This design comes from an exercise in tuning for small area and a short achievable clock period on the open sky130 flow, not from production work.
At most, simulation tests tie the RTL to the original design; equivalence was not proved.

==> run Y <==
Design top_fp_mul_N32_M23_E8, start of the top module:
module top_fp_mul_N32_M23_E8(input  wire clk,
                             input  wire [31:0] a1,
                             input  wire [31:0] b1,
                             output wire [31:0] y);
  genvar k;
  reg  [22:0] ra;
  reg  [11:0] one, two;
  reg  [10:0] negr;
  wire [11:0] neg = {1'b1, negr};    
  wire [11:0] nneg = ~neg;
  wire [24:0] bx = {1'b1, b1[22:0], 1'b0};
  wire [11:0] one_d, two_d, neg_d;
  generate for (k = 0; k < 12; k = k + 1) begin : g_enc
    assign one_d[k] = bx[2*k+1] ^ bx[2*k];
    assign two_d[k] = (bx[2*k+2] & ~bx[2*k+1] & ~bx[2*k]) | (~bx[2*k+2] & bx[2*k+1] & bx[2*k]);
    assign neg_d[k] = bx[2*k+2];
  end endgenerate
  reg  [7:0]  re;
  reg         rs, rS;
  wire [22:0] za, zb;    
  assign za[0] = 1'b1;
  assign zb[0] = 1'b1;
  generate for (k = 1; k < 23; k = k + 1) begin : g_tz
    assign za[k] = ~|a1[k-1:0];
    assign zb[k] = ~|b1[k-1:0];
  end endgenerate
  wire [22:0] zab;
  generate for (k = 0; k < 23; k = k + 1) begin : g_zab
    assign zab[k] = za[k] & zb[22-k];
  end endgenerate
  wire sticky = ~|zab;
  always @(posedge clk) begin
    ra <= a1[22:0];
    one <= one_d;
    two <= two_d;
    negr <= neg_d[10:0];
    re <= a1[30:23] + b1[30:23] + 8'd129;
    rs <= a1[31] ^ b1[31];
    rS <= sticky;
  end
  wire [24:0] pp0;
  wire [24:0] pp1;
  wire [24:0] pp2;
  wire [24:0] pp3;
  wire [24:0] pp4;
  wire [24:0] pp5;
  wire [24:0] pp6;
  wire [24:0] pp7;
  wire [24:0] pp8;
  wire [24:0] pp9;
  wire [24:0] pp10;
  wire [24:0] pp11;
  wire n1;
  wire n2;
  wire n3;
  wire n4;
  wire n5;
  wire n6;
  wire n7;
  wire n8;
  wire n9;
  wire n10;
  wire n11;
  wire s12;
  wire c13;
  wire s14;
  wire c15;
  wire s16;
  ...
Settings: LEC_CHECK=0, ABC_AREA=1, CAP_MARGIN=20, CORE_MARGIN=2, CORE_UTILIZATION=40, CTS_CLUSTER_SIZE=30, PLACE_DENSITY=0.75, SETUP_SLACK_MARGIN=3.75, SLEW_MARGIN=70, SYNTH_HIERARCHICAL=1; clock period 8.5 ns.
standard.sh (not shown) runs the stock make flow with config.mk's settings and CLKGATE_MAP_FILE= SYNTH_SCRIPT=/design/flow/synth_recipe.tcl, a recipe that flattens the netlist after the stock synthesis.
==> flow/flow/run.sh <==
#!/bin/bash
bash standard.sh MATCH_CELL_FOOTPRINT=0 "BUFFER_PORTS_ARGS=-buffer_cell sky130_fd_sc_hd__buf_2" finish > standard.log 2>&1
==> run R (differences from run Y) <==
--- a/flow/design.v
+++ b/flow/design.v
@@ -1231,68 +1231,54 @@
   fa u571 (.a(n10), .b(c565), .ci(pp10[24]), .s(s570), .co(c571));
   fa u573 (.a(pp11[22]), .b(c567), .ci(s570), .s(s572), .co(c573));
   fa u575 (.a(nneg[10]), .b(ra[20]), .ci(ra[21]), .s(s574), .co(c575));
   fa u577 (.a(pp11[23]), .b(s574), .ci(c571), .s(s576), .co(c577));
   fa u579 (.a(n11), .b(c575), .ci(pp11[24]), .s(s578), .co(c579));
-  wire [18:0] lx = {c155, c139, c123, c109, c95, s92, c71, c61, c51, s48, c35, s32, s26, s20, s16, c13, pp1[0], pp0[1], neg[0]};
-  wire [18:0] ly = {s172, s154, s138, s122, s108, s94, s82, s70, s60, s50, s42, s34, s28, s22, s18, s14, s12, 1'b0, pp0[0]};
-  wire [19:0] lsum = {1'b0, lx} + {1'b0, ly};
-  wire [3:0] mx = {c231, c211, c191, s188};
-  wire [3:0] my = {s250, s230, s210, s190};
+  wire [22:0] lx = {c231, c211, c191, s188, c155, c139, c123, c109, c95, s92, c71, c61, c51, s48, c35, s32, s26, s20, s16, c13, pp1[0], pp0[1], neg[0]};
+  wire [22:0] ly = {s250, s230, s210, s190, s172, s154, s138, s122, s108, s94, s82, s70, s60, s50, s42, s34, s28, s22, s18, s14, s12, 1'b0, pp0[0]};
+  wire [23:0] lsum = {1'b0, lx} + {1'b0, ly};
   wire [24:0] hx = {c579, c577, c573, c569, c563, c557, c549, c541, c531, c521, c509, c497, c483, c469, c453, c437, c419, c401, c381, c361, c339, c317, c295, c273, s272};
-  wire [23:0] hy = {n11, s578, s576, s572, s568, s562, s556, s548, s540, s530, s520, s508, s496, s482, s468, s452, s436, s418, s400, s380, s360, s338, s316, s294};
-  reg  [24:0] rx;           
-  reg  [23:0] ry;
-  reg  [3:0] rmx, rmy;     
-  reg         rcj, rS2, rs2;
+  wire [24:0] hy = {n11, s578, s576, s572, s568, s562, s556, s548, s540, s530, s520, s508, s496, s482, s468, s452, s436, s418, s400, s380, s360, s338, s316, s294, lsum[23]};
+  reg  [24:0] rx, ry;      
+  reg         rp22, rS2, rs2;
   reg  [7:0]  re2;
   always @(posedge clk) begin
     rx   <= hx;
     ry   <= hy;
-    rmx  <= mx;
-    rmy  <= my;
-    rcj  <= lsum[19];
+    rp22 <= lsum[22];
     rS2  <= rS;
     rs2  <= rs;
     re2  <= re;
   end
-  wire [3+1:0] msum = {1'b0, rmx} + {1'b0, rmy} + {{(3+1){1'b0}}, rcj};
-  wire q_p22 = msum[3];
-  wire q_c23 = msum[3+1];
-  wire r1 = q_p22 | rS2;
-  wire r0 = q_p22 & rS2;
-  wire q_p0 = rx[0] ^ q_c23;
-  wire q_g0 = rx[0] & q_c23;
-  wire ci_n  = q_g0;                  
-  wire ci_r0 = q_g0 | (q_p0 & r0);
-  wire ci_r1 = q_g0 | (q_p0 & r1);
-  wire [24:1] p = rx[24:1] ^ ry[23:0];
-  wire [24:1] g = rx[24:1] & ry[23:0];
-  wire [23:0] gl [0:5];
-  wire [23:0] pl [0:5];
-  assign gl[0] = g[24:1];
-  assign pl[0] = p[24:1];
+  wire r1 = rp22 | rS2;
+  wire r0 = rp22 & rS2;
+  wire [24:0] p = rx ^ ry;
+  wire [24:0] g = rx & ry;
+  wire [24:0] gl [0:5];
+  wire [24:0] pl [0:5];
+  assign gl[0] = g;
+  assign pl[0] = p;
   genvar l, i;
   generate for (l = 0; l < 5; l = l + 1) begin : g_lvl
-    for (i = 0; i < 24; i = i + 1) begin : g_bit
+    for (i = 0; i < 25; i = i + 1) begin : g_bit
       if ((i >> l) & 1) begin : g_comb
         localparam integer J = ((i >> l) << l) - 1;
         assign gl[l+1][i] = gl[l][i] | (pl[l][i] & gl[l][J]);
         assign pl[l+1][i] = pl[l][i] & pl[l][J];
       end else begin : g_pass
         assign gl[l+1][i] = gl[l][i];
         assign pl[l+1][i] = pl[l][i];
       end
     end
   end endgenerate
-  wire [23:0] G = gl[5];
-  wire [23:0] Pp = pl[5];
-  wire [24:1] cr0 = {G[22:0] | (Pp[22:0] & {23{ci_r0}}), ci_r0};
-  wire [24:1] cr1 = {G[22:0] | (Pp[22:0] & {23{ci_r1}}), ci_r1};
-  wire [24:0] w0 = {p ^ cr0, q_p0 ^ r0};
-  wire [24:0] w1 = {p ^ cr1, q_p0 ^ r1};
-  wire n = p[24] ^ (G[22] | (Pp[22] & ci_n));
+  wire [24:0] G = gl[5];
+  wire [24:0] Pp = pl[5];
+  wire [24:0] c0 = {G[23:0] | (Pp[23:0] & {24{r0}}), r0};
+  wire [24:0] c1 = {G[23:0] | (Pp[23:0] & {24{r1}}), r1};
+  wire [24:0] w0 = p ^ c0;
+  wire [24:0] w1 = p ^ c1;
+  wire n = p[24] ^ G[23];
   wire [7:0] re2p1 = re2 + 8'd1;
   wire [7:0] e = n ? re2p1 : re2;
   wire [22:0] m = n ? w1[23:1] : w0[22:0];
   assign y = {rs2, e, m};
 endmodule
CTS_CLUSTER_SIZE = unset   (was 30)
PLACE_DENSITY = unset   (was 0.75)
SETUP_SLACK_MARGIN = 4.0   (was 3.75)
SLEW_MARGIN = 20   (was 70)
==> notes.md <==
* DRT Pass-1 Iters at 13
* Result of the run: no timing/DRC/antenna violations
* # Post-CTS Setup Buffers at 0
* Vertical die dimension at 211.3 microns
* Critical Path Max Stage Delay at 0.37 ns
Source of the figures above: run Y

==> notes.md <==
* # Post-CTS Setup Buffers at 62
* Setup clock skew after layout at 0.01311 ns
* Result of the run: no timing/DRC/antenna violations
* Top metal layer carrying routed signals: met4
* DRT Pass-1 Iters at 6
Source of the figures above: run R

The RTL of run R was laid out without a check of its function.

[re-timing with driven ports]
No port has a modelled driver above. Below, the same layouts with a new extraction and two added sets of constraints. Step 1, drivers: a clkbuf_16 drives clk and a buf_2 each remaining input, both assumed. Step 2 moves the port delays by t, midway between the first and last clock arrival at a register: inputs arrive t later, outputs are due t later. That takes back most of the time a late clock gives input paths. a / b / c = ideal / step 1 / step 2; a / b = the first two.
run | shift t [ns] | slack for setup (ns) | slew at the worst register clock pin (ns) | pins driven straight from the clock port
run Y | 0.483 | 3.966 / 3.912 / 4.045 | 0.08 / 0.08 | 1
run R | 0.485 | 3.801 / 3.801 / 3.801 | 0.06 / 0.06 | 1
After both steps setup and hold are still met in every run listed.
